This design comes from an exercise in tuning for small area on the open sky130 flow, not from production work. No functional check of the RTL was part of this run. Power and IR drop assume default switching activity.

==> design.v <==
`timescale 1ps/1ps                                                                                                     
module completer_interface #(                                                                                                          
  parameter TCQ = 1,                                                                                            
  parameter C_DATA_WIDTH               = 256,                                                                
  parameter AXISTEN_IF_CC_ALIGNMENT_MODE   = "FALSE",                                                           
  parameter AXISTEN_IF_CC_PARITY_CHECK     = 0,                                                                 
  parameter AXI4_CQ_TUSER_WIDTH            = 88,                                                                                                                     
  parameter PARITY_WIDTH = C_DATA_WIDTH /8,                                                                            
  parameter KEEP_WIDTH   = C_DATA_WIDTH /32,
  parameter MAPPED_ADDR_WIDTH				= 20                                                                            
)(                                                                                                                     
  input                            user_clk,                                                                           
  input                            reset_n,                                                                            
  input                            user_lnk_up,                                                                        
  output wire 	[C_DATA_WIDTH-1:0]   	s_axis_cc_tdata,                                                                    
  output wire   [KEEP_WIDTH-1:0]   		s_axis_cc_tkeep,                                                                    
  output wire                      		s_axis_cc_tlast,                                                                    
  output wire                      		s_axis_cc_tvalid,                                                                   
  output wire  	[32:0]   				s_axis_cc_tuser,                                                                    
  input                            		s_axis_cc_tready,                                                                   
  input       [C_DATA_WIDTH-1:0]   		m_axis_cq_tdata,                                                                    
  input                            		m_axis_cq_tlast,                                                                    
  input                            		m_axis_cq_tvalid,                                                                   
  input       [AXI4_CQ_TUSER_WIDTH-1:0] m_axis_cq_tuser,                                                                    
  input       [KEEP_WIDTH-1:0]   		m_axis_cq_tkeep,                                                                    
  input                    [5:0]   		pcie_cq_np_req_count,                                                               
  output wire              		  		m_axis_cq_tready,                                                                   
  output wire                      		pcie_cq_np_req,                                                                     
   output                payload_len,
  output               [2:0]    req_bar_id,                    
  output   			   [5:0]	req_bar_aperture,
  output      [MAPPED_ADDR_WIDTH-1:0]    rd_addr,
  output      [3:0]     				 rd_be,
  output 	  [5:0]						 rd_req,
  input       [31:0]    				 rd_data,
  input 								 rd_valid,
  output      [MAPPED_ADDR_WIDTH-1:0]   wr_addr,
  output      [C_DATA_WIDTH/8-1:0]    	wr_be,
  output      [C_DATA_WIDTH-1:0]    	wr_data,
  output      [5:0]     				wr_en,
  output 								wr_last,
  input               					wr_busy
); 
  wire              req_compl;
  wire   [5:0]      req_compl_wd;
  wire              req_compl_ur;
  wire              compl_done;
  wire  [2:0]       req_tc;
  wire  [2:0]       req_attr;
  wire  [10:0]       req_len;
  wire  [15:0]      req_rid;
  wire  [7:0]       req_tag;
  wire  [7:0]       req_be;
  wire  [MAPPED_ADDR_WIDTH-1:0]      req_addr;
  wire  [1:0]       req_at;
  wire [63:0]       req_des_qword0;
  wire [63:0]       req_des_qword1;
  wire              req_des_tph_present;
  wire [1:0]        req_des_tph_type;
  wire [7:0]        req_des_tph_st_tag;
  wire              req_mem_lock;
  wire              req_mem;
  wire 				m_axis_cq_tready_bit;
	assign m_axis_cq_tready                    = m_axis_cq_tready_bit;
    assign rd_req = req_compl_wd;
	assign rd_addr = req_addr;
  cq_rx_t #(
    .TCQ(TCQ),
    .C_DATA_WIDTH               	( C_DATA_WIDTH ),
    .AXI4_CQ_TUSER_WIDTH            ( AXI4_CQ_TUSER_WIDTH),
	.MAPPED_ADDR_WIDTH				(MAPPED_ADDR_WIDTH)
  ) cq_rx_t_i (
    .user_clk( user_clk ),
    .reset_n( reset_n ),
    .m_axis_cq_tdata( m_axis_cq_tdata ),
    .m_axis_cq_tlast( m_axis_cq_tlast ),
    .m_axis_cq_tvalid( m_axis_cq_tvalid ),
    .m_axis_cq_tuser( m_axis_cq_tuser ),
    .m_axis_cq_tkeep( m_axis_cq_tkeep ),
    .m_axis_cq_tready( m_axis_cq_tready_bit ),
    .pcie_cq_np_req_count ( pcie_cq_np_req_count ),
    .pcie_cq_np_req ( pcie_cq_np_req ),
    .req_compl( req_compl ),
    .req_compl_wd( req_compl_wd ),
    .req_compl_ur( req_compl_ur ),
    .compl_done( compl_done ),
    .req_tc( req_tc ),
    .req_attr( req_attr ),
    .req_len( req_len ),
    .req_rid( req_rid ),
    .req_tag( req_tag ),
    .req_be( req_be ),
    .req_addr( req_addr ),
    .req_at( req_at ),
    .req_des_qword0( req_des_qword0 ),
    .req_des_qword1( req_des_qword1 ),
    .req_des_tph_present( req_des_tph_present ),
    .req_des_tph_type( req_des_tph_type ),
    .req_des_tph_st_tag( req_des_tph_st_tag ),
    .req_mem_lock( req_mem_lock ),
    .req_mem( req_mem ),
    .req_bar_id			(req_bar_id		 ),                    
  	.req_bar_aperture	(req_bar_aperture),
    .wr_addr( wr_addr ),
    .wr_be( wr_be ),
    .wr_data( wr_data ),
    .wr_en( wr_en ),
    .wr_last( wr_last),
    .payload_len( payload_len ),
    .wr_busy( wr_busy)
  );
  cc_tx_t #(
    .TCQ( TCQ ),
    .C_DATA_WIDTH             		( C_DATA_WIDTH ),
    .AXISTEN_IF_CC_ALIGNMENT_MODE ( AXISTEN_IF_CC_ALIGNMENT_MODE ),
    .AXISTEN_IF_CC_PARITY_CHECK   ( AXISTEN_IF_CC_PARITY_CHECK ),
    .MAPPED_ADDR_WIDTH				(MAPPED_ADDR_WIDTH)
  ) cc_tx_t_i (
    .user_clk( user_clk ),
    .reset_n( reset_n ),
    .s_axis_cc_tdata( s_axis_cc_tdata ),
    .s_axis_cc_tkeep ( s_axis_cc_tkeep ),
    .s_axis_cc_tlast( s_axis_cc_tlast ),
    .s_axis_cc_tvalid( s_axis_cc_tvalid ),
    .s_axis_cc_tuser( s_axis_cc_tuser ),
    .s_axis_cc_tready( s_axis_cc_tready ),
    .req_compl( req_compl ),
    .req_compl_wd( req_compl_wd ),
    .req_compl_ur( req_compl_ur ),
    .payload_len ( payload_len ),
    .compl_done( compl_done ),
    .req_tc( req_tc ),
    .req_td(1'b0),
    .req_ep(1'b0),
    .req_attr( req_attr[1:0] ),
    .req_len( req_len ),
    .req_rid( req_rid ),
    .req_tag( req_tag ),
    .req_be( req_be ),
    .req_addr( req_addr ),
    .req_at( req_at ),
    .req_des_qword0( req_des_qword0 ),
    .req_des_qword1( req_des_qword1 ),
    .req_des_tph_present( req_des_tph_present ),
    .req_des_tph_type( req_des_tph_type ),
    .req_des_tph_st_tag( req_des_tph_st_tag ),
    .req_mem_lock( req_mem_lock ),
    .req_mem( req_mem ),
    .rd_addr(  ),
    .rd_be( rd_be ),
    .rd_valid(rd_valid ),
    .rd_data( rd_data )
    );
endmodule                                                                                      
`timescale 1ps/1ps
(* DowngradeIPIdentifiedWarnings = "yes" *)
module cq_rx_t  #(
  parameter C_DATA_WIDTH = 256,
  parameter TCQ = 1,
  parameter AXI4_CQ_TUSER_WIDTH     = 88,
  parameter AXISTEN_IF_CQ_ALIGNMENT_MODE   = "FALSE",
  parameter STRB_WIDTH   = C_DATA_WIDTH / 8,                
  parameter KEEP_WIDTH   = C_DATA_WIDTH / 32,
  parameter PARITY_WIDTH = C_DATA_WIDTH / 8,                
  parameter MAPPED_ADDR_WIDTH = 21
) (
  input                            user_clk,
  input                            reset_n,
  input      [C_DATA_WIDTH-1:0]    m_axis_cq_tdata,
  input                            m_axis_cq_tlast,
  input                            m_axis_cq_tvalid,
  input                  [AXI4_CQ_TUSER_WIDTH-1:0]    m_axis_cq_tuser,
  input        [KEEP_WIDTH-1:0]    m_axis_cq_tkeep,
  input                   [5:0]    pcie_cq_np_req_count,
  output reg                       m_axis_cq_tready,
  output reg                       pcie_cq_np_req,
  output reg                       req_compl,
  output reg               [5:0]   req_compl_wd,
  output reg                       req_compl_ur,
  input                            compl_done,
  output reg              [2:0]    req_tc,              
  output reg              [2:0]    req_attr,            
  output reg             [10:0]    req_len,             
  output reg             [15:0]    req_rid,             
  output reg              [2:0]    	req_bar_id,                    
  output reg  			  [5:0]		req_bar_aperture,
  output reg              [7:0]    req_tag,             
  output reg              [7:0]    req_be,              
  output reg             [MAPPED_ADDR_WIDTH-1:0]    req_addr,            
  output reg              [1:0]    req_at,              
  output reg             [63:0]    req_des_qword0,      
  output reg             [63:0]    req_des_qword1,      
  output reg                       req_des_tph_present, 
  output reg              [1:0]    req_des_tph_type,    
  output reg              [7:0]    req_des_tph_st_tag,  
  output reg                       req_mem_lock,
  output reg                       req_mem,
  output reg             [MAPPED_ADDR_WIDTH-1:0]    wr_addr,             
  output reg              [C_DATA_WIDTH/8-1:0]    wr_be,               
  output reg			 wr_last,
  output reg             [C_DATA_WIDTH-1:0]    wr_data,             
  output reg             [5:0]     wr_en,               
  output reg                       payload_len,         
  input                            wr_busy              
);
  localparam PIO_RX_MEM_RD_FMT_TYPE    = 4'b0000;     
  localparam PIO_RX_MEM_WR_FMT_TYPE    = 4'b0001;     
  localparam PIO_RX_IO_RD_FMT_TYPE     = 4'b0010;     
  localparam PIO_RX_IO_WR_FMT_TYPE     = 4'b0011;     
  localparam PIO_RX_ATOP_FAA_FMT_TYPE  = 4'b0100;     
  localparam PIO_RX_ATOP_UCS_FMT_TYPE  = 4'b0101;     
  localparam PIO_RX_ATOP_CAS_FMT_TYPE  = 4'b0110;     
  localparam PIO_RX_MEM_LK_RD_FMT_TYPE = 4'b0111;     
  localparam PIO_RX_MSG_FMT_TYPE       = 4'b1100;     
  localparam PIO_RX_MSG_VD_FMT_TYPE    = 4'b1101;     
  localparam PIO_RX_MSG_ATS_FMT_TYPE   = 4'b1110;     
  localparam PIO_RX_RST_STATE          = 8'b00000000;
  localparam PIO_RX_WAIT_STATE         = 8'b00000001;
  localparam PIO_RX_64_QW1             = 8'b00000010;
  localparam PIO_RX_DATA               = 8'b00000011;
  localparam PIO_RX_DATA2              = 8'b00000100;
  localparam PIO_RX_WRITE_STATE		   = 8'b00000101;
  localparam BAR_ID_SELECT = (C_DATA_WIDTH == 64) ? 48 : 112;
  localparam bar_addr_mask_128k 	= 32'h0001ffff;
  reg [10:0]		 dw_left;
  reg [5:0]          wr_en_p;
  reg [7:0]          state;
  reg [3:0]          trn_type;
  wire               sop;                    
  reg                in_packet_q;
  reg [2:0]          data_start_loc;
  reg [15:0]         req_snoop_latency;
  reg [15:0]         req_no_snoop_latency;
  reg [3:0]          req_obff_code;
  reg [7:0]          req_msg_code;
  reg [2:0]          req_msg_route;
  reg [15:0]         req_dst_id;
  reg [15:0]         req_vend_id;
  reg [31:0]         req_vend_hdr;
  reg [127:0]        req_tl_hdr;
  reg [C_DATA_WIDTH-1:0] m_axis_cq_tdata_q;
 always@(posedge user_clk)
  begin
    if(!reset_n)
      in_packet_q <= 1'b0;
    else if (m_axis_cq_tvalid && m_axis_cq_tready && m_axis_cq_tlast)
      in_packet_q <= 1'b0;
    else if (sop && m_axis_cq_tready)
      in_packet_q <= 1'b1;
  end
  assign sop = !in_packet_q && m_axis_cq_tvalid;
  always @(posedge user_clk)
  begin
    if(!reset_n)
    begin
      m_axis_cq_tdata_q    <= {C_DATA_WIDTH{1'b0}};
    end
    else begin
      if(m_axis_cq_tvalid)
      begin
        m_axis_cq_tdata_q    <= m_axis_cq_tdata;
      end
    end
  end
  generate
    if (C_DATA_WIDTH == 256) begin : pio_rx_sm_256
      always@(posedge user_clk) begin
        if(!reset_n) begin
          m_axis_cq_tready    <= 1'b0;
          pcie_cq_np_req      <= 1'b1;
          req_compl           <= 1'b0;
          req_compl_wd        <= 6'b000000;
          req_compl_ur        <= 1'b0;
          req_tc              <= 3'b0;
          req_attr            <= 3'b0;
          req_len             <= 11'b0;
          req_rid             <= 16'b0;
          req_tag             <= 8'b0;
          req_be              <= 8'b0;
          req_addr            <= 0;
          req_at              <= 2'b0;
          wr_last			  <= 1'b0;	
          wr_be               <= 8'b0;
          wr_addr             <= 0;
          wr_data             <= 64'h0;
          wr_en               <= 6'b0;
          payload_len         <= 1'b0;
          data_start_loc      <= 3'b0;
          wr_en_p			  <= 6'b0;
          state               <= PIO_RX_RST_STATE;
          trn_type            <= 4'b0;
          req_snoop_latency   <= 16'b0;
          req_no_snoop_latency<= 16'b0;
          req_obff_code       <= 4'b0;
          req_msg_code        <= 8'b0;
          req_msg_route       <= 3'b0;
          req_dst_id          <= 16'b0;
          req_vend_id         <= 16'b0;
          req_vend_hdr        <= 32'b0;
          req_tl_hdr          <= 128'b0;
          req_des_qword0      <= 64'b0;
          req_des_qword1      <= 64'b0;
          req_des_tph_present <= 1'b0;
          req_des_tph_type    <= 2'b0;
          req_des_tph_st_tag  <= 8'b0;
          req_mem_lock        <= 1'b0;
          req_mem             <= 1'b0;
          req_bar_id				<= 3'b0;
          req_bar_aperture			<= 6'B0;
          dw_left			<= 11'B0;
        end
        else begin
          wr_en               <= 6'b0;
          req_compl           <= 1'b0;
          wr_last			  <= 1'b0;
          case (state)
            PIO_RX_RST_STATE : begin
              m_axis_cq_tready <= 1'b1;
              if (sop) begin  
                case( m_axis_cq_tdata[78:75] )  
                  PIO_RX_MEM_RD_FMT_TYPE : begin
                    trn_type         <= m_axis_cq_tdata[78:75];
                    req_len          <= m_axis_cq_tdata[74:64];
                    m_axis_cq_tready <= 1'b0;
                    req_mem          <= 1'b1;
                    state            <= PIO_RX_WAIT_STATE;
                    req_be           <= m_axis_cq_tuser[7:0];
                    req_des_qword0      <= m_axis_cq_tdata[63:0];
                    req_des_qword1      <= m_axis_cq_tdata[127:64];
                    req_addr         <= m_axis_cq_tdata[MAPPED_ADDR_WIDTH-1:0];  
                    req_des_tph_present <= m_axis_cq_tuser[42];
                    req_des_tph_type    <= m_axis_cq_tuser[44:43];
                    req_des_tph_st_tag  <= m_axis_cq_tuser[52:45];
                    req_bar_id 				<= m_axis_cq_tdata[BAR_ID_SELECT+:3];                    
	          		req_bar_aperture		<= m_axis_cq_tdata[BAR_ID_SELECT+3+:9];
	          		if((m_axis_cq_tdata[74:64] == 11'h001) || (m_axis_cq_tdata[74:64] == 11'h002))
                    begin
                      req_compl        <= 1'b0;
                      req_compl_wd[m_axis_cq_tdata[BAR_ID_SELECT+:3]] <= 1'b1;
                      req_tc           <= m_axis_cq_tdata[123:121];
                      req_attr         <= m_axis_cq_tdata[126:124];
                      req_rid          <= m_axis_cq_tdata[95:80];
                      req_tag          <= m_axis_cq_tdata[103:96];
                      req_at           <= m_axis_cq_tdata[1:0];
                      payload_len      <= m_axis_cq_tdata[65];
                    end
                    else begin
                      req_compl        <= 1'b0;
                      req_compl_wd     <= 6'b000000;
                      req_compl_ur     <= 1'b1;
                    end
                  end   
                  PIO_RX_MEM_WR_FMT_TYPE : begin
                    req_bar_id 				<= m_axis_cq_tdata[BAR_ID_SELECT+:3];                    
	          		req_bar_aperture		<= m_axis_cq_tdata[BAR_ID_SELECT+3+:9];
                    trn_type         <= m_axis_cq_tdata[78:75];
                    req_len          <= m_axis_cq_tdata[74:64];
                    req_mem          <= 1'b0;
                    if(m_axis_cq_tdata[74:64] == 11'h002)  
                      payload_len    <= 1'b1;
                    else
                      payload_len   <= 1'b0;
                    if(AXISTEN_IF_CQ_ALIGNMENT_MODE == "FALSE") begin  
                      if(m_axis_cq_tdata[74:64] == 11'h004) begin  
                    	wr_data        <= { 128'b0, m_axis_cq_tdata[255:128]};	
                    	wr_be            <= { 16'b0, 16'hffff};
                    	wr_last			  <= 1'b1;
                      end 
                      else if(m_axis_cq_tdata[74:64] == 11'h003) begin  
                      	wr_data        <= { 160'b0, m_axis_cq_tdata[223:128]};
                      	wr_be          <= { 20'b0, 12'hfff};
                      	wr_last			  <= 1'b1;
                      end 
                      else if(m_axis_cq_tdata[74:64] == 11'h002) begin  
                        wr_data        <= { 192'b0, m_axis_cq_tdata[191:128]};
                        wr_be          <= { 24'b0, 8'hff};
                        wr_last			  <= 1'b1;
                      end
                      else if (m_axis_cq_tdata[74:64] == 11'h001) begin  
                        wr_data       <= { 224'b0, m_axis_cq_tdata[159:128]};
                        wr_be         <= { 28'b0, 4'hf};
                        wr_last			  <= 1'b1;
                      end
		    		end 
                    if(	(m_axis_cq_tdata[74:64] == 11'h001) || (m_axis_cq_tdata[74:64] == 11'h002) || 
                    	(m_axis_cq_tdata[74:64] == 11'h003) || (m_axis_cq_tdata[74:64] == 11'h004) )
                    begin
                    	if(AXISTEN_IF_CQ_ALIGNMENT_MODE == "FALSE") begin  
	                        state            <= PIO_RX_WAIT_STATE;
	                        wr_en[m_axis_cq_tdata[BAR_ID_SELECT+:3]]            <= 1'b1;
	                        wr_addr          <= m_axis_cq_tdata[MAPPED_ADDR_WIDTH-1:0];
	                        m_axis_cq_tready <= 1'b0;
                      	end  
                      	else begin  
	                        state            <= PIO_RX_DATA;
	                        req_addr         <= m_axis_cq_tdata[MAPPED_ADDR_WIDTH-1:0];
	                        data_start_loc   <= (AXISTEN_IF_CQ_ALIGNMENT_MODE  == "TRUE") ? {m_axis_cq_tdata[4:2]} : 3'b0;
                      	end
                      end
                    else begin  
                      wr_addr          <= {m_axis_cq_tdata[MAPPED_ADDR_WIDTH-1:2], 2'b00};  
                      wr_en_p <= 6'b000001 << m_axis_cq_tdata[BAR_ID_SELECT+:3]; 	
                      dw_left <= m_axis_cq_tdata[74:64];	
                      state            <= PIO_RX_WRITE_STATE;
                    end
                  end  
                  PIO_RX_IO_RD_FMT_TYPE : begin
                    trn_type         <= m_axis_cq_tdata[78:75];
                    req_len          <= m_axis_cq_tdata[74:64];
                    m_axis_cq_tready <= 1'b0;
                    req_mem          <= 1'b0;
                    state            <= PIO_RX_WAIT_STATE;
                    req_be           <= m_axis_cq_tuser[7:0];
                    req_des_qword0      <= m_axis_cq_tdata[63:0];
                    req_des_qword1      <= m_axis_cq_tdata[127:64];
                    req_addr         <= m_axis_cq_tdata[MAPPED_ADDR_WIDTH-1:0];
                    req_des_tph_present <= m_axis_cq_tuser[42];
                    req_des_tph_type    <= m_axis_cq_tuser[44:43];
                    req_des_tph_st_tag  <= m_axis_cq_tuser[52:45];
                    req_bar_id 				<= m_axis_cq_tdata[BAR_ID_SELECT+:3];                    
	          		req_bar_aperture		<= m_axis_cq_tdata[BAR_ID_SELECT+3+:9];
                    if((m_axis_cq_tdata[74:64] == 11'h001) || (m_axis_cq_tdata[74:64] == 11'h002))
                    begin
                      req_compl        <= 1'b0;
                      req_compl_wd[m_axis_cq_tdata[BAR_ID_SELECT+:3]] <= 1'b1;
                      req_tc           <= m_axis_cq_tdata[123:121];
                      req_attr         <= m_axis_cq_tdata[126:124];
                      req_rid          <= m_axis_cq_tdata[95:80];
                      req_tag          <= m_axis_cq_tdata[103:96];
                      req_at           <= m_axis_cq_tdata[1:0];
                      payload_len    <= m_axis_cq_tdata[65];
                    end
                    else begin
                      req_compl        <= 1'b0;
                      req_compl_wd     <= 1'b0;
                      req_compl_ur     <= 1'b1;
                    end
                  end  
                  PIO_RX_IO_WR_FMT_TYPE : begin
                    trn_type         <= m_axis_cq_tdata[78:75];
                    req_len          <= m_axis_cq_tdata[74:64];
                    req_mem          <= 1'b0;
                    state            <= PIO_RX_WAIT_STATE;
                    req_be           <= m_axis_cq_tuser[7:0];
                    req_addr         <= m_axis_cq_tdata[MAPPED_ADDR_WIDTH-1:0];
                    req_des_tph_present <= m_axis_cq_tuser[42];
                    req_des_tph_type    <= m_axis_cq_tuser[44:43];
                    req_des_tph_st_tag  <= m_axis_cq_tuser[52:45];
                    req_des_qword0      <= m_axis_cq_tdata[63:0];
                    req_des_qword1      <= m_axis_cq_tdata[127:64];
                    req_bar_id 				<= m_axis_cq_tdata[BAR_ID_SELECT+:3];                    
	          		req_bar_aperture		<= m_axis_cq_tdata[BAR_ID_SELECT+3+:9];
                    if((m_axis_cq_tdata[74:64] == 11'h001) || (m_axis_cq_tdata[74:64] == 11'h002))
                    begin
                      req_compl        <= 1'b1;
                      req_compl_wd     <= 6'b000000;
                      req_tc           <= m_axis_cq_tdata[123:121];
                      req_attr         <= m_axis_cq_tdata[126:124];
                      req_rid          <= m_axis_cq_tdata[95:80];
                      req_tag          <= m_axis_cq_tdata[103:96];
                      req_at           <= m_axis_cq_tdata[1:0];
                      payload_len   <= m_axis_cq_tdata[65];
                      if(AXISTEN_IF_CQ_ALIGNMENT_MODE == "FALSE") begin  
                        state            <= PIO_RX_WAIT_STATE;
                        wr_be            <= m_axis_cq_tuser[7:0];
                        wr_en[m_axis_cq_tdata[BAR_ID_SELECT+:3]]            <= 1'b1;
                        wr_addr          <= {m_axis_cq_tdata[MAPPED_ADDR_WIDTH-1:2], 2'b00};  
                        m_axis_cq_tready <= 1'b0;
                        if(m_axis_cq_tdata[74:64] == 11'h002) begin  
                          wr_data        <= m_axis_cq_tdata[191:128];
                        end
                        else if (m_axis_cq_tdata[74:64] == 11'h001) begin  
                          wr_data       <= { 32'b0, m_axis_cq_tdata[159:128]};
                        end
                      end  
                      else begin  
                        state            <= PIO_RX_DATA;
                        data_start_loc   <= (AXISTEN_IF_CQ_ALIGNMENT_MODE  == "TRUE") ? {m_axis_cq_tdata_q[4:2]} : 3'b0;
                      end
                    end
                    else begin  
                      req_compl        <= 1'b0;
                      req_compl_wd     <= 6'b000000;
                      req_compl_ur     <= 1'b1;
                      state            <= PIO_RX_RST_STATE;
                    end
                  end  
                  PIO_RX_ATOP_FAA_FMT_TYPE, PIO_RX_ATOP_UCS_FMT_TYPE, PIO_RX_ATOP_CAS_FMT_TYPE : begin
                    trn_type         <= m_axis_cq_tdata[78:75];
                    req_len          <= m_axis_cq_tdata[74:64];
                    m_axis_cq_tready <= 1'b0;
                    req_mem          <= 1'b0;
                    state            <= PIO_RX_WAIT_STATE;
                    req_be           <= m_axis_cq_tuser[7:0];
                    req_des_qword0      <= m_axis_cq_tdata[63:0];
                    req_des_qword1      <= m_axis_cq_tdata[127:64];
                    req_des_tph_present <= m_axis_cq_tuser[42];
                    req_des_tph_type    <= m_axis_cq_tuser[44:43];
                    req_des_tph_st_tag  <= m_axis_cq_tuser[52:45];
                    req_bar_id 				<= m_axis_cq_tdata[BAR_ID_SELECT+:3];                    
	          		req_bar_aperture		<= m_axis_cq_tdata[BAR_ID_SELECT+3+:9];
                    if((m_axis_cq_tdata[74:64] == 11'h001) || (m_axis_cq_tdata[74:64] == 11'h002))
                    begin
                      req_compl        <= 1'b1;
                      req_compl_wd     <= 6'b000000;
                      req_tc           <= m_axis_cq_tdata[123:121];
                      req_attr         <= m_axis_cq_tdata[126:124];
                      req_rid          <= m_axis_cq_tdata[95:80];
                      req_tag          <= m_axis_cq_tdata[103:96];
                    end
                    else begin
                      req_compl        <= 1'b0;
                      req_compl_wd     <= 6'b000000;
                      req_compl_ur     <= 1'b1;
                    end
                  end  
                  PIO_RX_MEM_LK_RD_FMT_TYPE : begin
                    trn_type         <= m_axis_cq_tdata[78:75];
                    req_len          <= m_axis_cq_tdata[74:64];
                    m_axis_cq_tready <= 1'b0;
                    state            <= PIO_RX_WAIT_STATE;
                    req_be           <= m_axis_cq_tuser[7:0];
                    req_des_qword0      <= m_axis_cq_tdata[63:0];
                    req_des_qword1      <= m_axis_cq_tdata[127:64];
                    req_addr         <= m_axis_cq_tdata[MAPPED_ADDR_WIDTH-1:0];
                    req_des_tph_present <= m_axis_cq_tuser[42];
                    req_des_tph_type    <= m_axis_cq_tuser[44:43];
                    req_des_tph_st_tag  <= m_axis_cq_tuser[52:45];
                    req_bar_id 				<= m_axis_cq_tdata[BAR_ID_SELECT+:3];                    
	          		req_bar_aperture		<= m_axis_cq_tdata[BAR_ID_SELECT+3+:9];
                    if((m_axis_cq_tdata[74:64] == 11'h001) || (m_axis_cq_tdata[74:64] == 11'h002))
                    begin
                      req_compl        <= 1'b1;
                      req_compl_wd[req_bar_id] <= 1'b1;
                      req_tc           <= m_axis_cq_tdata[123:121];
                      req_attr         <= m_axis_cq_tdata[126:124];
                      req_rid          <= m_axis_cq_tdata[95:80];
                      req_tag          <= m_axis_cq_tdata[103:96];
                      req_mem_lock     <= 1'b1;
                      req_at           <= m_axis_cq_tdata[1:0];
                      payload_len   <= m_axis_cq_tdata[65];
                    end
                    else begin
                      req_compl        <= 1'b1;
                      req_compl_wd     <= 6'b000000;
                      req_compl_ur     <= 1'b1;
                    end
                  end  
                  PIO_RX_MSG_FMT_TYPE : begin
                    req_snoop_latency    <= m_axis_cq_tdata[15:0];
                    req_no_snoop_latency <= m_axis_cq_tdata[31:16];
                    req_obff_code        <= m_axis_cq_tdata[35:32];
                    trn_type             <= m_axis_cq_tdata[78:75];
                    req_len              <= m_axis_cq_tdata[74:64];
                    req_mem              <= 1'b0;
                    m_axis_cq_tready     <= 1'b0;
                    req_tc               <= m_axis_cq_tdata[123:121];
                    req_attr             <= m_axis_cq_tdata[126:124];
                    req_at               <= m_axis_cq_tdata[1:0];
                    req_rid              <= m_axis_cq_tdata[95:80];
                    req_tag              <= m_axis_cq_tdata[103:96];
                    req_be               <= m_axis_cq_tuser[7:0];
                    req_msg_code         <= m_axis_cq_tdata[111:104];
                    req_msg_route        <= m_axis_cq_tdata[107:105];
                    state                <= PIO_RX_RST_STATE;
                  end  
                  PIO_RX_MSG_VD_FMT_TYPE : begin
                    trn_type             <= m_axis_cq_tdata[78:75];
                    req_len              <= m_axis_cq_tdata[74:64];
                    m_axis_cq_tready     <= 1'b0;
                    req_mem              <= 1'b0;
                    req_tc               <= m_axis_cq_tdata[123:121];
                    req_attr             <= m_axis_cq_tdata[126:124];
                    req_rid              <= m_axis_cq_tdata[95:80];
                    req_tag              <= m_axis_cq_tdata[103:96];
                    req_be               <= m_axis_cq_tuser[7:0];
                    req_at               <= m_axis_cq_tdata[1:0];
                    req_msg_code         <= m_axis_cq_tdata[111:104];
                    req_msg_route        <= m_axis_cq_tdata[107:105];
                    req_dst_id           <= m_axis_cq_tdata[15:0];
                    req_vend_id          <= m_axis_cq_tdata[31:16];
                    req_vend_hdr         <= m_axis_cq_tdata[63:32];
                    state                <= PIO_RX_RST_STATE;
                  end  
                  PIO_RX_MSG_ATS_FMT_TYPE : begin
                    trn_type             <= m_axis_cq_tdata[78:75];
                    req_len              <= m_axis_cq_tdata[74:64];
                    m_axis_cq_tready     <= 1'b0;
                    req_mem              <= 1'b0;
                    req_tc               <= m_axis_cq_tdata[123:121];
                    req_attr             <= m_axis_cq_tdata[126:124];
                    req_at               <= m_axis_cq_tdata[1:0];
                    req_rid              <= m_axis_cq_tdata[95:80];
                    req_tag              <= m_axis_cq_tdata[103:96];
                    req_be               <= m_axis_cq_tuser[7:0];
                    req_msg_code         <= m_axis_cq_tdata[111:104];
                    req_msg_route        <= m_axis_cq_tdata[107:105];
                    req_tl_hdr           <= m_axis_cq_tdata[127:0];
                    state                <= PIO_RX_RST_STATE;
                  end  
                  default : begin  
                    state        <= PIO_RX_RST_STATE;
                  end
                endcase  
              end  
            end  
            PIO_RX_WRITE_STATE : begin	
            	dw_left <= dw_left < 8 ? 0 : dw_left-8;
            	wr_data        <= { 128'b0, m_axis_cq_tdata[255:128]};	
            	wr_en <= wr_en_p;
            	wr_data  <= {m_axis_cq_tdata[127:0], m_axis_cq_tdata_q[255:128]};	
            	case (dw_left) 
            		1 		: begin wr_be <= { 28'b0, 4'hf};       end
            		2 		: begin wr_be <= { 24'b0, 8'hff};      end
            		3 		: begin wr_be <= { 20'b0, 12'hfff};    end
            		4 		: begin wr_be <= { 16'b0, 16'hffff};   end
            		5 		: begin wr_be <= { 12'b0, 20'hfffff};  end
            		6 		: begin wr_be <= { 8'b0,  24'hfffff};  end
            		7 		: begin wr_be <= { 4'b0,  28'hffffff}; end
            		default : begin wr_be <= 32'hffffffff;   	   end
            	endcase       			     	
				if(dw_left < 9)	
                	state  <= PIO_RX_RST_STATE;
			end  
            PIO_RX_WAIT_STATE : begin
              wr_en      <= 1'b0;
              req_compl  <= 1'b0;
              req_compl_wd  <= 6'b000000;
              if ((trn_type == PIO_RX_MEM_WR_FMT_TYPE) && (!wr_busy))
              begin
                m_axis_cq_tready <= 1'b1;
                state        <= PIO_RX_RST_STATE;
              end else if ((trn_type == PIO_RX_IO_WR_FMT_TYPE) && (!wr_busy))
              begin
                m_axis_cq_tready <= 1'b1;
                state        <= PIO_RX_RST_STATE;
              end else if ((trn_type == PIO_RX_MEM_RD_FMT_TYPE) && (compl_done))
              begin
                m_axis_cq_tready <= 1'b1;
                state        <= PIO_RX_RST_STATE;
              end else if ((trn_type == PIO_RX_MEM_LK_RD_FMT_TYPE) && (compl_done))
              begin
                m_axis_cq_tready <= 1'b1;
                state        <= PIO_RX_RST_STATE;
              end else if ((trn_type == PIO_RX_IO_RD_FMT_TYPE) && (compl_done))
              begin
                m_axis_cq_tready <= 1'b1;
                state        <= PIO_RX_RST_STATE;
              end else if (((trn_type == PIO_RX_ATOP_FAA_FMT_TYPE) || (trn_type == PIO_RX_ATOP_UCS_FMT_TYPE) ||
                            (trn_type == PIO_RX_ATOP_CAS_FMT_TYPE)) && (compl_done))
              begin
                m_axis_cq_tready <= 1'b1;
                state        <= PIO_RX_RST_STATE;
              end else
                state        <= PIO_RX_WAIT_STATE;
            end  
          endcase  
        end  
      end  
    end  
  endgenerate
endmodule  
`timescale 1ps/1ps
(* DowngradeIPIdentifiedWarnings = "yes" *)
module cc_tx_t    #(
  parameter 		C_DATA_WIDTH = 256,	
  parameter        TCQ = 1,
  parameter       AXISTEN_IF_CC_ALIGNMENT_MODE = "FALSE",
  parameter       AXISTEN_IF_CC_PARITY_CHECK   = 0,
  parameter        MAPPED_ADDR_WIDTH = 13,
  parameter PARITY_WIDTH = C_DATA_WIDTH /8,
  parameter KEEP_WIDTH   = C_DATA_WIDTH /32,
  parameter STRB_WIDTH   = C_DATA_WIDTH / 8
)(
  input                          user_clk,
  input                          reset_n,
  output reg [C_DATA_WIDTH-1:0]  s_axis_cc_tdata,
  output reg   [KEEP_WIDTH-1:0]  s_axis_cc_tkeep,
  output reg                     s_axis_cc_tlast,
  output reg                     s_axis_cc_tvalid,
  output reg             [32:0]  s_axis_cc_tuser,
  input                          s_axis_cc_tready,
  input                          req_compl,
  input                   [5:0]  req_compl_wd,
  input                          req_compl_ur,
  input                          payload_len,
  output reg                     compl_done,
  input                   [2:0]  req_tc,
  input                          req_td,
  input                          req_ep,
  input                   [1:0]  req_attr,
  input                  [10:0]  req_len,
  input                  [15:0]  req_rid,
  input                   [7:0]  req_tag,
  input                   [7:0]  req_be,
  input                  [MAPPED_ADDR_WIDTH-1:0]  req_addr,
  input                   [1:0]  req_at,
  input                  [63:0]  req_des_qword0,
  input                  [63:0]  req_des_qword1,
  input                          req_des_tph_present,
  input                   [1:0]  req_des_tph_type,
  input                   [7:0]  req_des_tph_st_tag,
  input                          req_mem_lock,
  input                          req_mem,
  output reg             [10:0]  rd_addr,
  output reg              [3:0]  rd_be,
  input                  [31:0]  rd_data,
  input 						 rd_valid
);
  localparam PIO_TX_RST_STATE                   = 4'b0000;
  localparam PIO_TX_COMPL_C1                    = 4'b0001;
  localparam PIO_TX_COMPL_C2                    = 4'b0010;
  localparam PIO_TX_COMPL_WD_C1                 = 4'b0011;
  localparam PIO_TX_COMPL_WD_C2                 = 4'b0100;
  localparam PIO_TX_COMPL_PYLD                  = 4'b0101;
  localparam PIO_TX_CPL_UR_C1                   = 4'b0110;
  localparam PIO_TX_CPL_UR_C2                   = 4'b0111;
  localparam PIO_TX_CPL_UR_C3                   = 4'b1000;
  localparam PIO_TX_CPL_UR_C4                   = 4'b1001;
  localparam PIO_TX_MRD_C2                      = 4'b1010;
  localparam PIO_TX_COMPL_WD_2DW                = 4'b1011;
  localparam PIO_TX_COMPL_WD_2DW_ADDR_ALGN_C1   = 4'b1100;
  localparam PIO_TX_COMPL_WD_2DW_ADDR_ALGN_C2   = 4'b1101;
  reg  [11:0]              byte_count_fbe;
  reg  [11:0]              byte_count_lbe;
  wire [11:0]              byte_count;
  reg  [06:0]              lower_addr;
  reg  [06:0]              lower_addr_q;
  reg  [06:0]              lower_addr_qq;
  reg  [15:0]              tkeep;
  reg  [15:0]              tkeep_q;
  reg  [15:0]              tkeep_qq;
  reg                      req_compl_q;
  reg                      req_compl_qq;
  reg  		               req_compl_wd_q;
  reg                      req_compl_wd_qq;
  reg                      req_compl_wd_qqq;
  reg                      req_compl_ur_q;
  reg                      req_compl_ur_qq;
  reg  [3:0]               state;
  wire  [31:0]             s_axis_cc_tparity;
  reg  [31:0]			   rd_letchd;
  reg  [31:0]              rd_data_reg;  
  reg  [1:0]               rd_dly_cntr;  
  reg                      rd_SM;        
  localparam               rd_IDLE  = 1'b0;
  localparam               rd_DW_HI = 1'b1;
  always @ (posedge user_clk)begin
     if (!reset_n) begin
        rd_addr          <= 11'b0;
        rd_be            <= 4'b0;
        rd_SM            <= rd_IDLE;
        req_compl_wd_q   <= 1'b0;
     end
     else begin
        case ( rd_SM )
        rd_IDLE : begin
           rd_dly_cntr    <= 2'b0;
           req_compl_wd_q <= 1'b0;
           if (rd_valid)  
           	rd_letchd <= rd_data;
           if (rd_valid) begin
              if (payload_len == 0) begin  
                 rd_addr        <= req_addr[10:0];  
                 rd_be          <= req_be[3:0];
                 req_compl_wd_q <= 1'b1;
              end
              else begin  
                 rd_addr        <= req_addr[10:0] + 11'h001;
                 rd_be          <= req_be[7:4];
                 rd_SM          <= rd_DW_HI;
              end
           end
        end
        rd_DW_HI : begin
           rd_dly_cntr <= rd_dly_cntr + 1;
           rd_addr        <= req_addr[10:0];
           rd_be          <= req_be[3:0];
           if (rd_dly_cntr == 2'b00)
              req_compl_wd_q <= 1'b1;     
           else
              req_compl_wd_q <= 1'b0;     
           if (rd_dly_cntr[1] == 1'b1) begin   
              rd_data_reg    <= rd_data;  
              rd_SM          <= rd_IDLE;
           end
        end
        default : begin
              req_compl_wd_q <= 1'b0;
              rd_SM          <= rd_IDLE;
        end
        endcase
     end
  end
  always @ (req_be) begin
    casex (req_be[3:0])
      4'b1xx1 : byte_count_fbe = 12'h004;
      4'b01x1 : byte_count_fbe = 12'h003;
      4'b1x10 : byte_count_fbe = 12'h003;
      4'b0011 : byte_count_fbe = 12'h002;
      4'b0110 : byte_count_fbe = 12'h002;
      4'b1100 : byte_count_fbe = 12'h002;
      4'b0001 : byte_count_fbe = 12'h001;
      4'b0010 : byte_count_fbe = 12'h001;
      4'b0100 : byte_count_fbe = 12'h001;
      4'b1000 : byte_count_fbe = 12'h001;
      4'b0000 : byte_count_fbe = 12'h001;
      default : byte_count_fbe = 12'h000;
    endcase
    casex (req_be[7:4])
      4'b1xx1 : byte_count_lbe = 12'h004;
      4'b01x1 : byte_count_lbe = 12'h003;
      4'b1x10 : byte_count_lbe = 12'h003;
      4'b0011 : byte_count_lbe = 12'h002;
      4'b0110 : byte_count_lbe = 12'h002;
      4'b1100 : byte_count_lbe = 12'h002;
      4'b0001 : byte_count_lbe = 12'h001;
      4'b0010 : byte_count_lbe = 12'h001;
      4'b0100 : byte_count_lbe = 12'h001;
      4'b1000 : byte_count_lbe = 12'h001;
      4'b0000 : byte_count_lbe = 12'h000;
      default : byte_count_lbe = 12'h000;
    endcase
  end
  assign byte_count = (payload_len == 1)? (byte_count_lbe + byte_count_fbe) : byte_count_fbe;
  always @ (req_be or req_addr) begin
    casex (req_be[3:0])
	4'b0000 : lower_addr = {req_addr[6:2], 2'b00};
        4'bxxx1 : lower_addr = {req_addr[6:2], 2'b00};
        4'bxx10 : lower_addr = {req_addr[6:2], 2'b01};
        4'bx100 : lower_addr = {req_addr[6:2], 2'b10};
        4'b1000 : lower_addr = {req_addr[6:2], 2'b11};
	default : lower_addr = 7'h0;
    endcase
  end
  always @  (lower_addr) begin
    casex (lower_addr[4:2])
      3'b000 : tkeep = (AXISTEN_IF_CC_ALIGNMENT_MODE == "TRUE" ) ? 16'h1 :16'h1; 
      3'b001 : tkeep = (AXISTEN_IF_CC_ALIGNMENT_MODE == "TRUE" ) ? 16'h3 :16'h1; 
      3'b010 : tkeep = (AXISTEN_IF_CC_ALIGNMENT_MODE == "TRUE" ) ? 16'h7 :16'h1; 
      3'b011 : tkeep = (AXISTEN_IF_CC_ALIGNMENT_MODE == "TRUE" ) ? 16'hf :16'h1; 
      3'b100 : tkeep = (AXISTEN_IF_CC_ALIGNMENT_MODE == "TRUE" ) ? 16'h1f :16'h1; 
      3'b101 : tkeep = (AXISTEN_IF_CC_ALIGNMENT_MODE == "TRUE" ) ? 16'h3f :16'h1; 
      3'b110 : tkeep = (AXISTEN_IF_CC_ALIGNMENT_MODE == "TRUE" ) ? 16'h7f :16'h1; 
      3'b111 : tkeep = (AXISTEN_IF_CC_ALIGNMENT_MODE == "TRUE" ) ? 16'hff :16'h1; 
    endcase
  end
  always @ (posedge user_clk)
  begin
    if (!reset_n) begin
      req_compl_q     <= 1'b0;
      req_compl_qq    <= 1'b0;
      req_compl_wd_qq <= 1'b0;
      req_compl_wd_qqq <= 1'b0;
      tkeep_q         <= 16'h0F;
      req_compl_ur_q  <= 1'b0;
      req_compl_ur_qq <= 1'b0;
    end else begin
      lower_addr_q    <= lower_addr;
      tkeep_q         <= tkeep;
      tkeep_qq         <= tkeep_q;
      lower_addr_qq   <= lower_addr_q;
      req_compl_q     <= req_compl;
      req_compl_qq    <= req_compl_q;
      req_compl_wd_qq <= req_compl_wd_q;
      req_compl_wd_qqq <= req_compl_wd_qq;
      req_compl_ur_q  <= req_compl_ur;
      req_compl_ur_qq <= req_compl_ur_q;
    end
  end
  generate
    if(AXISTEN_IF_CC_PARITY_CHECK == 1)
    begin
      genvar a;
      for(a=0; a< STRB_WIDTH; a = a + 1)  
      begin : parity_assign
        assign s_axis_cc_tparity[a] = !(  s_axis_cc_tdata[(8*a)+ 0] ^ s_axis_cc_tdata[(8*a)+ 1]
                                 ^ s_axis_cc_tdata[(8*a)+ 2] ^ s_axis_cc_tdata[(8*a)+ 3]
                                 ^ s_axis_cc_tdata[(8*a)+ 4] ^ s_axis_cc_tdata[(8*a)+ 5]
                                 ^ s_axis_cc_tdata[(8*a)+ 6] ^ s_axis_cc_tdata[(8*a)+ 7]);
      end
    end else begin
      genvar b;
      for(b=0; b< STRB_WIDTH; b = b + 1)  
      begin : parity_assign
        assign s_axis_cc_tparity[b] = 32'b0;
      end
    end
  endgenerate
  generate  
  if(C_DATA_WIDTH == 256)
  begin
    always @ ( posedge user_clk )
    begin
      if(!reset_n ) begin
        state                   <= PIO_TX_RST_STATE;
        s_axis_cc_tdata         <= {C_DATA_WIDTH{1'b0}};
        s_axis_cc_tkeep         <= {KEEP_WIDTH{1'b0}};
        s_axis_cc_tlast         <= 1'b0;
        s_axis_cc_tvalid        <= 1'b0;
        s_axis_cc_tuser         <= 33'b0;
        compl_done              <= 1'b0;
      end else begin  
            case (state)
              PIO_TX_RST_STATE : begin   
                state                   <= PIO_TX_RST_STATE;
                s_axis_cc_tdata         <= {C_DATA_WIDTH{1'b0}};
                s_axis_cc_tkeep         <= {KEEP_WIDTH{1'b1}};
                s_axis_cc_tlast         <= 1'b0;
                s_axis_cc_tvalid        <= 1'b0;
                s_axis_cc_tuser         <= 33'b0;
                compl_done              <= 1'b0;
                if(req_compl) begin
                   state <= PIO_TX_COMPL_C1;
                end else if (req_compl_wd != "000000") begin
                   state <= PIO_TX_COMPL_WD_C1;
                end else if (req_compl_ur) begin
                   state <= PIO_TX_CPL_UR_C1;
                end
              end  
              PIO_TX_COMPL_C1 : begin  
                if(req_compl_qq) begin
                  s_axis_cc_tvalid  <= 1'b1;
                  s_axis_cc_tlast   <= 1'b1;
                  s_axis_cc_tkeep   <= 8'h07;
                  s_axis_cc_tdata   <= {160'b0,         
                                             1'b0,           
                                             1'b0, req_attr, 
                                             req_tc,         
                                             1'b0,           
                                             8'hAA,               
                                             {5'b11111, 3'b000},  
                                             req_tag,        
                                             req_rid,        
                                             1'b0,           
                                             1'b0,           
                                             3'b000,         
                                             (req_mem ? (11'h1 + payload_len) : 11'b0),          
                                             2'b0,           
                                             1'b0,           
                                             {1'b0, byte_count},                                 
                                             6'b0,           
                                             req_at,         
                                             1'b0,           
                                             lower_addr};    
                  s_axis_cc_tuser   <= {1'b0, (AXISTEN_IF_CC_PARITY_CHECK ? s_axis_cc_tparity : 32'b0)};
                  if(s_axis_cc_tready) begin
                    state <= PIO_TX_RST_STATE;
                    compl_done        <= 1'b1;
                  end else begin
                    state <= PIO_TX_COMPL_C1;
                  end
                end
              end   
              PIO_TX_COMPL_WD_C1 : begin   
                if (req_compl_wd_qqq) begin
                  if(payload_len == 0)  
                  begin
                    if(AXISTEN_IF_CC_ALIGNMENT_MODE == "FALSE") begin  
                      s_axis_cc_tvalid  <= 1'b1;
                      s_axis_cc_tlast   <= 1'b1;
                      s_axis_cc_tkeep   <= 8'h0F;
                      s_axis_cc_tdata   <= {128'b0,         
                                                 rd_letchd,  
                                                 1'b0,           
                                                 1'b0, req_attr, 
                                                 req_tc,         
                                                 1'b0,           
                                                 8'hAA,               
                                                 {5'b11111, 3'b000},  
                                                 req_tag,        
                                                 req_rid,        
                                                 1'b0,           
                                                 1'b0,           
                                                 3'b000,         
                                                 (req_mem ? (11'h1 + payload_len) : 11'b1),          
                                                 2'b0,           
                                                 (req_mem_lock? 1'b1 : 1'b0),   
                                                 {1'b0, byte_count},            
                                                 6'b0,           
                                                 req_at,         
                                                 1'b0,           
                                                 lower_addr};    
                      s_axis_cc_tuser   <= {1'b0, (AXISTEN_IF_CC_PARITY_CHECK ? s_axis_cc_tparity : 32'b0)};
                      if(s_axis_cc_tready) begin
                        state <= PIO_TX_RST_STATE;
                        compl_done        <= 1'b1;
                      end else begin
                        state <= PIO_TX_COMPL_WD_C1;
                      end
                    end   
                    else begin  
                      s_axis_cc_tvalid  <= 1'b1;
                      s_axis_cc_tlast   <= 1'b0;
                      s_axis_cc_tkeep   <= 8'hFF;
                      s_axis_cc_tdata   <= {160'b0,         
                                                 1'b0,           
                                                 1'b0, req_attr, 
                                                 req_tc,         
                                                 1'b0,           
                                                 8'hAA,               
                                                 {5'b11111, 3'b000},  
                                                 req_tag,        
                                                 req_rid,        
                                                 1'b0,           
                                                 1'b0,           
                                                 3'b000,         
                                                 (req_mem ? (11'h1 + payload_len) : 11'b1),          
                                                 2'b0,           
                                                 (req_mem_lock? 1'b1 : 1'b0),       
                                                 {1'b0, byte_count},                
                                                 6'b0,           
                                                 req_at,         
                                                 1'b0,           
                                                 lower_addr};    
                      s_axis_cc_tuser   <= {1'b0, (AXISTEN_IF_CC_PARITY_CHECK ? s_axis_cc_tparity : 32'b0)};
                      compl_done        <= 1'b0;
                      if(s_axis_cc_tready) begin
                        state <= PIO_TX_COMPL_PYLD;
                      end else begin
                        state <= PIO_TX_COMPL_WD_C1;
                      end
                    end     
                  end  
                  else begin  
                    if(AXISTEN_IF_CC_ALIGNMENT_MODE == "FALSE") begin  
                      state       <= PIO_TX_COMPL_WD_2DW;
                    end   
                    else begin  
                      s_axis_cc_tvalid  <= 1'b1;
                      s_axis_cc_tlast   <= 1'b0;
                      s_axis_cc_tkeep   <= 8'hFF;
                      s_axis_cc_tdata   <= {160'b0,         
                                                 1'b0,           
                                                 1'b0, req_attr, 
                                                 req_tc,         
                                                 1'b0,           
                                                 8'hAA,               
                                                 {5'b11111, 3'b000},  
                                                 req_tag,        
                                                 req_rid,        
                                                 1'b0,           
                                                 1'b0,           
                                                 3'b000,         
                                                 (req_mem ? (11'h1 + payload_len) : 11'b1),          
                                                 2'b0,           
                                                 (req_mem_lock? 1'b1 : 1'b0),       
                                                 {1'b0, byte_count},                
                                                 6'b0,           
                                                 req_at,         
                                                 1'b0,           
                                                 lower_addr};    
                      s_axis_cc_tuser   <= {1'b0, (AXISTEN_IF_CC_PARITY_CHECK ? s_axis_cc_tparity : 32'b0)};
                      compl_done        <= 1'b0;
                      if(s_axis_cc_tready) begin
                        state <= PIO_TX_COMPL_WD_2DW_ADDR_ALGN_C1;
                      end else begin
                        state <= PIO_TX_COMPL_WD_C1;
                      end
                    end   
                  end   
                end
              end  
              PIO_TX_COMPL_WD_2DW : begin  
                s_axis_cc_tvalid  <= 1'b1;
                s_axis_cc_tlast   <= 1'b1;
                s_axis_cc_tkeep   <= 8'h1F;
                s_axis_cc_tdata   <= {96'b0,          
                                           rd_data_reg,    
                                           rd_data,        
                                           1'b0,           
                                           1'b0, req_attr, 
                                           req_tc,         
                                           1'b0,           
                                           8'hAA,               
                                           {5'b11111, 3'b000},  
                                           req_tag,        
                                           req_rid,        
                                           1'b0,           
                                           1'b0,           
                                           3'b000,         
                                           (req_mem ? (11'h1 + payload_len) : 11'b1),          
                                           2'b0,           
                                           (req_mem_lock? 1'b1 : 1'b0),    
                                           {1'b0, byte_count},             
                                           6'b0,           
                                           req_at,         
                                           1'b0,           
                                           lower_addr};    
                s_axis_cc_tuser   <= {1'b0, (AXISTEN_IF_CC_PARITY_CHECK ? s_axis_cc_tparity : 32'b0)};
                if(s_axis_cc_tready) begin
                  state        <= PIO_TX_RST_STATE;
                  compl_done   <= 1'b1;
                end else begin
                  state <= PIO_TX_COMPL_WD_2DW;
                end
              end  
              PIO_TX_CPL_UR_C1 : begin  
                if (req_compl_ur_qq) begin
                     s_axis_cc_tvalid  <= 1'b1;
                     s_axis_cc_tlast   <= 1'b1;
                     s_axis_cc_tkeep   <= 8'hFF;
                     s_axis_cc_tdata   <= {req_des_qword1,  
                                                req_des_qword0,  
                                                8'b0,                 
                                                req_des_tph_st_tag,   
                                                5'b0,                 
                                                req_des_tph_type,     
                                                req_des_tph_present,  
                                                req_be,         
                                                1'b0,           
                                                1'b0, req_attr, 
                                                req_tc,         
                                                1'b0,           
                                                8'hAA,               
                                                {5'b11111, 3'b000},  
                                                req_tag,        
                                                req_rid,        
                                                1'b0,           
                                                1'b0,           
                                                3'b001,         
                                                11'h000,        
                                                2'b0,           
                                                (req_mem_lock? 1'b1 : 1'b0),    
                                                13'h0004,       
                                                6'b0,           
                                                req_at,         
                                                1'b0,           
                                                lower_addr};    
                     s_axis_cc_tuser   <= {1'b0, (AXISTEN_IF_CC_PARITY_CHECK ? s_axis_cc_tparity : 32'b0)};
                     if(s_axis_cc_tready) begin
                       state        <= PIO_TX_RST_STATE;
                       compl_done   <= 1'b1;
                     end else begin
                       state        <= PIO_TX_CPL_UR_C1;
                     end
                end
              end  
            endcase
          end  
      end  
    end  
  endgenerate
endmodule  
==> run.sh <==
#!/bin/bash
# synth_recipe.tcl (not shown) runs the flow's synth.tcl, then flattens the netlist and writes it again
# the make line also repeats each setting of config.mk as NAME=value (left out here)
make -C /OpenROAD-flow-scripts/flow DESIGN_CONFIG=/design/flow/config.mk WORK_HOME=/design/flow/orfs CLKGATE_MAP_FILE= SYNTH_SCRIPT=/design/flow/synth_recipe.tcl finish
==> config.mk <==
export PLATFORM = sky130hd
export DESIGN_NAME = completer_interface
export DESIGN_NICKNAME = completer_interface
export VERILOG_FILES = /design/flow/design.v
export SDC_FILE = /design/flow/constraint.sdc
export NUM_CORES = 4
export LEC_CHECK = 0
export CAP_MARGIN = 20
export CORE_AREA = 10 10 390 390
export DIE_AREA = 0 0 400 400
export PLACE_DENSITY = 0.6
export SLEW_MARGIN = 20
==> constraint.sdc <==
create_clock -name core_clock -period 5.0 [get_ports {user_clk}]
set_input_delay 1.0000 -clock core_clock [delete_from_list [all_inputs] [get_ports {user_clk}]]
set_output_delay 1.0000 -clock core_clock [all_outputs]
set_load 0.01 [all_outputs]
==> implementation parameters <==
Parameter                              Value

Pwr
  Int Pwr    between 0.01 and 0.015 W
  Leak Pwr    approximately 17 nW
  Maximum vdd ir drop    between 0.3 and 0.4 mV
  Sequential share of power    43.2%
  Portion of total power attributed to combinational logic    about 11%
  Clock power share    between 40% and 50%
  Switching part of the total power    26.9%
  Power dissipated by switching net loads    0.00507 W
  Power density cells    366 nW/um2

Setup path
  Highest fanout seen on the critical path    56
  Critical path data required time    5640 ps
  Critical path launch point type    input pin
  Path type of the worst setup path    in2reg
  Data arrival, critical path    approximately 4300 ps
  Worst Setup End Kind    flop

Floorplan
  Die height    roughly 400 um
  Floorplan die area    around 160000 um2
  Number of cell rows    roughly 140
  Chip width    approximately 400 um
  Top-level I/O count    1054
  Placeable Area    143000 um2
  Starting density of the core    about a quarter

Routing
  Number of search-and-repair iterations in the first detailed-routing pass    6
  Total Routed Length    ~170000 um
  Average wire length per cell after detail routing    between 20 and 25 um
  Per-cell via count in the routed design    around 4.9
  Total number of vias    ~33000
  Post-route ant nets    0
  Detailed-route DRC error count    0
  1st-iter DRT viols    roughly 2200

Clock network
  Resize count post-CTS    0
  Num Clock Sinks    960
  Number of buffers on the longest clock path    3
  Buffers inserted by post-CTS timing repair    0
  Clock-pin slew on the worst setup and hold paths    approximately 70 ps
  Clock tree from TritonCTS    built
  Deepest level of the CTS H-tree    3
  Hold buffers post-CTS    0
  Number of CTS-inserted buffers    between 100 and 150
  CTS Root Buffer Type    clkbuf_16
  Insertion delay of the later-clocked pin in the worst-skew pair    about 730 ps

STA
  Highest clock rate    approximately 0.28 GHz
  Part of the cycle the worst path needs    72.6%
  RSZ-0062 raised after global routing    false
  Number of max-slew violations in the final report    0
  Clk_skew    approximately 19 ps
  Worst slew slack as a fraction of its limit    between 20% and 30%
  Post-route setup TNS    0 ps
  Final worst path period need    roughly 3600 ps
  Worst Tran Pin Value    around 1100 ps
  # setup viols final    0
  Hold Fails Final Rpt    0
  Worst-case setup margin in the final layout    1370 ps

Synthesis
  Leading register cell type out of synthesis    dfxtp_1
  Synth async-reset ratio    0%
  Share of synthesized cell area in full adder, half adder and majority cells    less than 1%
  Post-synth top area share    between 40% and 50%
  Area contributors post-synth    dfxtp_1, a21oi_1, nand2_1
  Mean post-synth cell area    approximately 9.1 um2
  Share of the yosys chip area belonging to registers    approximately 54%
  Fraction of synthesized area in multiplexers    between 5 and 6%
  Post-synthesis share of cell area spent on xor and xnor gates    less than 1%
  Yosys top cell by area    dfxtp_1
  Count of flip-flops with a built-in enable after synthesis    66
  Post-synthesis compound-gate area fraction    just over 20%
  Synthesized instance count    approximately 4100
  Number of synthesis warnings    2
  Count of different cell masters after synthesis    88
  Post-synthesis simple-gate area fraction    13.1%
  Combinational family with the most area after synthesis    compound AO/OA/AOI/OAI gates
  Synthesized flop and latch total    960
  Cell area after synthesis    approximately 37000 um2

Cells and area
  Max FFs per register    between 200 and 300
  Share of cells above drive strength 1    about 7%
  Final standard cell count with taps included and fillers excluded    ~6800
  Top library cells by usage in the layout, fill and taps aside    dfxtp_1, clkdlybuf4s50_1, nand2_1
  Area of the multi-input gates    15400 um2
  Sequential cell area    approximately 20000 um2
  Reg with most FFs    cq_rx_t_i.wr_data
  Layout filler cell count    14500
  Leading cell type in the layout, fill and taps excluded    dfxtp_1
  Layout Area Growth over Synthesis    38.3%
  Largest registers    cq_rx_t_i.wr_data: 256 flops, cc_tx_t_i.s_axis_cc_tdata: 207 flops, cq_rx_t_i.m_axis_cq_tdata_q: 128 flops
  Final net count    just over 5000

Global routing
  Number of global-route vias before repair    approximately 32000
  GRT Util Overall    about 19%
  Global-route wire length before repair    about 230000 um
  Number of antenna violations at the first check in global routing    32
  Overall overflow remaining after global route    0
  Maximum number of pins on one net before global-route repair    163

Placed design
  Place WS    approximately 700 ps
  Number of placed instances with taps included    roughly 6500
  Number of buffers added on ports    894
  GPL Wtd Cong    0.809
  Total half-perimeter wirelength after legalization and detailed placement    115000 um

Job
  Count of max-cap constraint violations    0

Status
  Outcome  timing/DRC/antenna clean

Min path
  Class of the most critical hold timing path    reg2reg
## stage by stage
step	hold WS (ps)	power, W	instance area [um2]	util, %
2_1_floorplan	405	0.00932	37400	-
3_3_place_gp	419	0.0103	47400	33.0
3_5_place_dp	423	0.0104	47400	33.0
4_1_cts	435	0.0191	51300	35.8
5_1_grt	451	0.0195	51400	35.8
6_report	433	0.0188	51400	35.8
## metal layers
layer	wire, um	global-route usage [%]
met5	222	0
met2	78300	32.1
met4	6320	8.25
met1	64400	22.2
met3	16300	7.56
## final timing paths
check                   startpoint                endpoint  slack, ps  depth (start not counted)
min          cc_tx_t_i.req_compl_q  cc_tx_t_i.req_compl_qq        430                          1
min reg2reg  cc_tx_t_i.req_compl_q  cc_tx_t_i.req_compl_qq        430                          1
max reg2reg     cq_rx_t_i.state[0]  cq_rx_t_i.wr_data[209]       1910                          9
max            m_axis_cq_tdata[75]  cq_rx_t_i.wr_data[254]       1370                          8
## final cells by class
cell class                      count  share of cell area (%)
Sequential cell                   960                    38.7
Clock buffer                      139                    6.06
Inverter                           26                   0.204
Tap cell                         1903                    4.63
Multi-Input combinational cell   2686                    30.0
Timing Repair Buffer              961                    18.9
Antenna cell                       13                  0.0633
Clock inverter                     69                    1.55
## Yosys cell counts (4+ instances only)
master,n
a211oi_1,12
a21boi_0,7
a21o_1,4
a21oi_1,570
a22o_1,57
a22oi_1,67
a32oi_1,101
and2_1,12
and3_1,10
buf_1,28
buf_2,39
buf_4,110
buf_6,6
clkbuf_1,281
dfxtp_1,894
edfxtp_1,66
ha_1,20
inv_1,26
mux2i_1,204
nand2_1,675
nand2b_1,8
nand3_1,110
nand3b_1,7
nor2_1,210
nor2b_1,8
nor3_1,15
nor3b_1,10
nor4_1,4
o21a_1,7
o21ai_0,249
o21ai_1,29
o221a_1,4
o221a_2,6
o2bb2ai_1,80
o311a_1,5
or2_0,14
or2_2,24
or3_1,4
## power groups by stage
stage | Sequential (W) | Clock (W) | Combinational, W
2_1_floorplan | 0.00825 | 0 | 0.00107
3_3_place_gp | 0.00829 | 0 | 0.00204
3_5_place_dp | 0.00830 | 0 | 0.00205
4_1_cts | 0.00813 | 0.00889 | 0.00206
5_1_grt | 0.00816 | 0.00917 | 0.00219
6_report | 0.00813 | 0.00867 | 0.00204
## worst max-delay path: stages
cell and delay (ps):
clkdlybuf4s50_1 850, and4bb_1 490, buf_4 230, a31oi_1 160, nor3_4 470, buf_4 590
o21ai_0 210, a21oi_1 170
## logic make-up after synthesis
kind of cell	count (synthesis)
XOR/XNOR	5
buffers and inverters	490
flip-flops	960
adder cells (fa/ha/maj)	21
AO/OA/AOI/OAI	1242
multiplexers	207
AND/OR/NAND/NOR	1136
other	2

==> port drivers added, routing unchanged <==
Ports are ideal in the flow. The routed layout listed here was re-timed in OpenROAD.
Step 1 sets driving cells, clkbuf_16 on the clock port and buf_2 on the other inputs (assumed; they add their load-dependent delay and slew).
Step 2 moves the port delays by t, midway between the first and last clock arrival at a register: inputs arrive t later, outputs are due t later. That takes back most of the time a late clock gives input paths.
a / b / c = no drivers / after step 1 / after step 2; a / b = the first two.
t, ns: 0.798
setup slack, ns: 1.368 / 1.407 / 0.608
pins driven straight from the clock port: 1
After both steps setup and hold are still met in this run. For this run, drivers alone change the setup slack by +0.039 ns; drivers and shift together by -0.760 ns.
